From an optimization exercise on the open Yosys and OpenROAD flow, aimed at small area, a short achievable clock period and few clock cycles per item; shortcuts taken in it are not production practice.
Function was checked by simulation only, so behaviour that the tests miss may differ from the original.

Setup of P:
==> module Cfu, before the edit <==
module Cfu (
    input               cmd_valid,
    output              cmd_ready,
    input      [9:0]    cmd_payload_function_id,
    input      [31:0]   cmd_payload_inputs_0,
    input      [31:0]   cmd_payload_inputs_1,
    output              rsp_valid,
    input               rsp_ready,
    output     [31:0]   rsp_payload_outputs_0,
    input               reset,
    input               clk
);
    reg [31:0] InputOffset, FilterOffset, accumulator;
    reg [31:0] acc0, acc1, acc2, acc3, global_input;
    reg  [3:0] zf;       
    reg [31:0] kprod;    
    reg [31:0] cg;       
    reg [31:0] hold;     
    reg  [9:0] sg;       
    reg [14:0] bdig;     
    reg [17:0] pa, pb;   
    reg        pend;     
    reg        f0seen;   
    reg        f0ph;     
    reg  [2:0] kstep;    
    reg        op_mac, op_cg, op_p2;
    reg  [1:0] op_k;
    wire       op_p1 = f0ph;    
    wire [31:0] in0 = cmd_payload_inputs_0;
    wire [31:0] in1 = cmd_payload_inputs_1;
    wire [6:0]  f   = cmd_payload_function_id[9:3];
    wire is0   = (f == 7'd0);
    wire is1   = (f == 7'd1);
    wire is2   = (f == 7'd2);
    wire is3   = (f == 7'd3);
    wire is4   = (f == 7'd4);
    wire is5   = (f == 7'd5);
    wire isMac = (f == 7'd6) | (f == 7'd7) | (f == 7'd8) | (f == 7'd9);
    wire is10  = (f == 7'd10);
    wire isRd  = (f == 7'd11) | (f == 7'd12) | (f == 7'd13) | (f == 7'd14);
    wire fast  = is0 | is5 | isMac | is10 | isRd;    
    wire [1:0] kmac = f[1:0] - 2'd2;
    wire [1:0] krd  = f[1:0] - 2'd3;
    wire kbusy = (kstep != 3'd0);
    wire stall = (is0 & ~f0ph)
               | ((is0 | is5 | isMac) & kbusy)
               | (is4 & op_p2)
               | (isRd & op_mac & (op_k == krd));
    assign cmd_ready = ~pend & ~stall;
    wire   accept    = cmd_valid & cmd_ready;
    assign rsp_valid = pend | (accept & fast);
    wire [3:0]  rdsel = (4'b0001 << krd) & ~zf;
    wire [31:0] accsel_r = ({32{rdsel[0]}} & acc0) | ({32{rdsel[1]}} & acc1)
                         | ({32{rdsel[2]}} & acc2) | ({32{rdsel[3]}} & acc3);
    assign rsp_payload_outputs_0 = pend ? hold : (f[3] ? accsel_r : accumulator);
    reg [31:0] rval;
    always @(*) begin
        if (is0 | is4)            rval = accumulator;
        else if (is2 | is3)       rval = in0;
        else if (isRd)            rval = accsel_r;
        else                      rval = 32'd0;
    end
    wire [31:0] pu = f0seen ? in1 : global_input;
    wire [17:0] qa, qb;
    cfu_prod prod (.U(pu), .V(in0), .A(qa), .B(qb));
    wire [31:0] sin = f0seen ? in1 : in0;
    wire [9:0]  s0;
    cfu_ssum ssum (.W(sin), .S(s0));
    reg  [9:0]  snext;
    always @(*) begin
        case (kstep)
            3'd1: snext = {2'b00, InputOffset[31:24]};
            3'd2: snext = {2'b00, InputOffset[23:16]};
            3'd3: snext = {2'b00, InputOffset[15:8]};
            3'd4: snext = {2'b00, InputOffset[7:0]};
            3'd5: snext = sg;
            default: snext = s0;
        endcase
    end
    wire [10:0] se = {snext, 1'b0};
    reg  [4:0]  bone, btwo, bneg;
    integer j;
    always @(*) begin
        for (j = 0; j < 5; j = j + 1) begin
            bone[j] = se[2*j+1] ^ se[2*j];
            btwo[j] = (se[2*j+2] & ~se[2*j+1] & ~se[2*j]) | (~se[2*j+2] & se[2*j+1] & se[2*j]);
            bneg[j] = se[2*j+2];
        end
    end
    wire kstepping = (kstep >= 3'd2);
    reg [31:0] accsel_m;
    always @(*) begin
        case (op_k)
            2'd0: accsel_m = acc0;
            2'd1: accsel_m = acc1;
            2'd2: accsel_m = acc2;
            default: accsel_m = acc3;
        endcase
    end
    wire        pen = op_mac | op_p1;
    wire [31:0] X = (op_mac | op_p1) ? InputOffset : FilterOffset;
    wire [31:0] C = op_mac ? cg : ((op_p1 | op_cg) ? {kprod[29:0], 2'b00} : 32'd0);
    wire [31:0] M = kstepping ? ((kstep == 3'd2) ? 32'd0 : {kprod[23:0], 8'd0}) :
                    (op_p1 | op_p2) ? accumulator :
                    (op_mac & ~zf[op_k]) ? accsel_m : 32'd0;
    wire [31:0] R;
    cfu_dp dp (.A(pa), .B(pb), .pen(pen), .X(X), .M(M), .C(C),
               .bone(bdig[4:0]), .btwo(bdig[9:5]), .bneg(bdig[14:10]), .R(R));
    always @(posedge clk) begin
        bdig <= {bneg, btwo, bone};
        pa <= qa;
        pb <= qb;
        if (~pend) hold <= rval;
        if (reset) begin
            InputOffset <= 32'd0;
            FilterOffset <= 32'd0;
            accumulator <= 32'd0;
            zf <= 4'b1111;
            global_input <= 32'd0;
            sg <= 10'd0;
            pend <= 1'b0;
            f0seen <= 1'b0;
            f0ph <= 1'b0;
            kstep <= 3'd1;       
            op_mac <= 1'b0; op_cg <= 1'b0; op_p2 <= 1'b0;
            op_k <= 2'd0;
        end else begin
            pend <= pend ? ~rsp_ready : (accept & (~fast | ~rsp_ready));
            f0seen <= cmd_valid & ~pend & is0 & ~f0seen & ~f0ph & ~kbusy;
            f0ph <= f0seen;
            op_p2  <= accept & is0;
            op_mac <= accept & isMac;
            op_k   <= kmac;
            op_cg  <= (accept & is5) | ((kstep == 3'd5) & ~(accept & (is2 | is3)));
            if (accept & is2) InputOffset <= in0;
            if (accept & is3) FilterOffset <= in0;
            if (accept & (is2 | is3)) kstep <= 3'd1;
            else if (kbusy) kstep <= (kstep == 3'd5) ? 3'd0 : kstep + 3'd1;
            if (kstepping) kprod <= R;
            if (op_cg) cg <= R;
            if (accept & is5) begin
                global_input <= in0;
                sg <= s0;
            end
            if (accept & is1) accumulator <= 32'd0;
            else if (op_p1 | op_p2) accumulator <= R;
            if (accept & is10) zf <= 4'b1111;
            else if (op_mac) zf <= zf & ~(4'b0001 << op_k);
        end
        if (op_mac) begin
            case (op_k)
                2'd0: acc0 <= R;
                2'd1: acc1 <= R;
                2'd2: acc2 <= R;
                default: acc3 <= R;
            endcase
        end
    end
endmodule
clock: 20.0 ns
lec_check: 0
cap_margin: 20
core_margin: 2
core_utilization: 60
slew_margin: 20
standard.sh (not shown) runs the stock make flow with config.mk's settings and CLKGATE_MAP_FILE= SYNTH_SCRIPT=/design/flow/synth_recipe.tcl, a recipe that flattens the netlist after the stock synthesis.
==> flow/flow/run.sh <==
#!/bin/bash
cp standard.sh standard_sh_copy.txt
export SETUP_SLACK_MARGIN=9.5
bash standard.sh finish > standard_finish.log 2>&1
Testbench counts of P, summed over its fixed seeds: cycles 13,495, items 12,741.
Inputs modified between P and Q:
--- a/flow/design.v
+++ b/flow/design.v
@@ -9,21 +9,19 @@
     output     [31:0]   rsp_payload_outputs_0,
     input               reset,
     input               clk
 );
     reg [31:0] InputOffset, FilterOffset, accumulator;
     reg [31:0] acc0, acc1, acc2, acc3, global_input;
-    reg  [3:0] zf;       
     reg [31:0] kprod;    
     reg [31:0] cg;       
     reg [31:0] hold;     
     reg  [9:0] sg;       
     reg [14:0] bdig;     
     reg [17:0] pa, pb;   
     reg        pend;     
-    reg        f0seen;   
     reg        f0ph;     
     reg  [2:0] kstep;    
     reg        op_mac, op_cg, op_p2;
     reg  [1:0] op_k;
     wire       op_p1 = f0ph;    
     wire [31:0] in0 = cmd_payload_inputs_0;
@@ -46,27 +44,34 @@
                | ((is0 | is5 | isMac) & kbusy)
                | (is4 & op_p2)
                | (isRd & op_mac & (op_k == krd));
     assign cmd_ready = ~pend & ~stall;
     wire   accept    = cmd_valid & cmd_ready;
     assign rsp_valid = pend | (accept & fast);
-    wire [3:0]  rdsel = (4'b0001 << krd) & ~zf;
-    wire [31:0] accsel_r = ({32{rdsel[0]}} & acc0) | ({32{rdsel[1]}} & acc1)
-                         | ({32{rdsel[2]}} & acc2) | ({32{rdsel[3]}} & acc3);
+    reg [31:0] accsel_r;
+    always @(*) begin
+        case (krd)
+            2'd0: accsel_r = acc0;
+            2'd1: accsel_r = acc1;
+            2'd2: accsel_r = acc2;
+            default: accsel_r = acc3;
+        endcase
+    end
     assign rsp_payload_outputs_0 = pend ? hold : (f[3] ? accsel_r : accumulator);
     reg [31:0] rval;
     always @(*) begin
         if (is0 | is4)            rval = accumulator;
         else if (is2 | is3)       rval = in0;
         else if (isRd)            rval = accsel_r;
         else                      rval = 32'd0;
     end
-    wire [31:0] pu = f0seen ? in1 : global_input;
+    wire        f0first = ~f[3] & ~f[2] & ~f0ph;
+    wire [31:0] pu = (f[3] | f[2]) ? global_input : in1;
     wire [17:0] qa, qb;
     cfu_prod prod (.U(pu), .V(in0), .A(qa), .B(qb));
-    wire [31:0] sin = f0seen ? in1 : in0;
+    wire [31:0] sin = f0first ? in1 : in0;
     wire [9:0]  s0;
     cfu_ssum ssum (.W(sin), .S(s0));
     reg  [9:0]  snext;
     always @(*) begin
         case (kstep)
             3'd1: snext = {2'b00, InputOffset[31:24]};
@@ -99,38 +104,36 @@
     end
     wire        pen = op_mac | op_p1;
     wire [31:0] X = (op_mac | op_p1) ? InputOffset : FilterOffset;
     wire [31:0] C = op_mac ? cg : ((op_p1 | op_cg) ? {kprod[29:0], 2'b00} : 32'd0);
     wire [31:0] M = kstepping ? ((kstep == 3'd2) ? 32'd0 : {kprod[23:0], 8'd0}) :
                     (op_p1 | op_p2) ? accumulator :
-                    (op_mac & ~zf[op_k]) ? accsel_m : 32'd0;
+                    op_mac ? accsel_m : 32'd0;
     wire [31:0] R;
     cfu_dp dp (.A(pa), .B(pb), .pen(pen), .X(X), .M(M), .C(C),
                .bone(bdig[4:0]), .btwo(bdig[9:5]), .bneg(bdig[14:10]), .R(R));
     always @(posedge clk) begin
         bdig <= {bneg, btwo, bone};
         pa <= qa;
         pb <= qb;
         if (~pend) hold <= rval;
         if (reset) begin
             InputOffset <= 32'd0;
             FilterOffset <= 32'd0;
             accumulator <= 32'd0;
-            zf <= 4'b1111;
+            acc0 <= 32'd0; acc1 <= 32'd0; acc2 <= 32'd0; acc3 <= 32'd0;
             global_input <= 32'd0;
             sg <= 10'd0;
             pend <= 1'b0;
-            f0seen <= 1'b0;
             f0ph <= 1'b0;
             kstep <= 3'd1;       
             op_mac <= 1'b0; op_cg <= 1'b0; op_p2 <= 1'b0;
             op_k <= 2'd0;
         end else begin
             pend <= pend ? ~rsp_ready : (accept & (~fast | ~rsp_ready));
-            f0seen <= cmd_valid & ~pend & is0 & ~f0seen & ~f0ph & ~kbusy;
-            f0ph <= f0seen;
+            f0ph <= cmd_valid & ~pend & is0 & ~f0ph & ~kbusy;
             op_p2  <= accept & is0;
             op_mac <= accept & isMac;
             op_k   <= kmac;
             op_cg  <= (accept & is5) | ((kstep == 3'd5) & ~(accept & (is2 | is3)));
             if (accept & is2) InputOffset <= in0;
             if (accept & is3) FilterOffset <= in0;
@@ -141,22 +144,22 @@
             if (accept & is5) begin
                 global_input <= in0;
                 sg <= s0;
             end
             if (accept & is1) accumulator <= 32'd0;
             else if (op_p1 | op_p2) accumulator <= R;
-            if (accept & is10) zf <= 4'b1111;
-            else if (op_mac) zf <= zf & ~(4'b0001 << op_k);
-        end
-        if (op_mac) begin
-            case (op_k)
-                2'd0: acc0 <= R;
-                2'd1: acc1 <= R;
-                2'd2: acc2 <= R;
-                default: acc3 <= R;
-            endcase
+            if (accept & is10) begin
+                acc0 <= 32'd0; acc1 <= 32'd0; acc2 <= 32'd0; acc3 <= 32'd0;
+            end else if (op_mac) begin
+                case (op_k)
+                    2'd0: acc0 <= R;
+                    2'd1: acc1 <= R;
+                    2'd2: acc2 <= R;
+                    default: acc3 <= R;
+                endcase
+            end
         end
     end
 endmodule
 module cfu_ssum (
     input  [31:0] W,
     output [9:0]  S
--- outcome ---
- Q ran to completion and came out clean on the timing, DRC and antenna checks.
- Comparing Q and P, the higher count of clock tree sinks was measured on P.
- Relative to P, the pin count of the biggest net entering global routing measured on Q has increased by more than 10%.
- Between P and Q, wire length increased.
- Comparing fraction of met3 tracks used by global routing for Q and P, the bigger number came from Q.
- Multi-input logic area is higher on Q
- Delta(layout overhead on the synthesized area, Q - P) < 0
- Comparing mean instance size in the synthesized netlist for Q and P, the bigger number came from P.
- Summary of the comparison: sequential cell count is lower in Q, relative to P.
- Total routing resource utilization after global routing sits higher in Q than in P.
- Between Q and P, the post-layout worst setup margin is higher for Q.
- Relative to P, first-pass GRT wire length increased by about 3% in Q.
Testbench counts of Q, summed over its fixed seeds: cycles 13,214, items 12,741.

==> re-timing with driven ports <==
No port has a modelled driver above. Below, the same layouts with a new extraction and two added sets of constraints. Step 1 sets driving cells, clkbuf_16 on the clock port and buf_2 on the other inputs (assumed; they add their load-dependent delay and slew). Step 2 adds t to the input delays and takes it off the output delays; t is the mean of the earliest and latest rising clock arrival at the registers after step 1. Input paths then give back, and output paths get back, about the clock's delay inside the block. Three values: ideal, step 1, step 2; two values: the first two.
| run | t, ns | slack for setup (ns) | slew at the worst register clock pin (ns) |
|---|---|---|---|
| P | 0.663 | 9.502 / 9.482 / 9.482 | 0.07 / 0.07 |
| Q | 0.661 | 9.567 / 9.546 / 9.179 | 0.07 / 0.07 |
After both steps every run listed still meets setup and hold. For Q, which loses most, drivers alone change the setup slack by -0.021 ns; drivers and shift together by -0.388 ns.
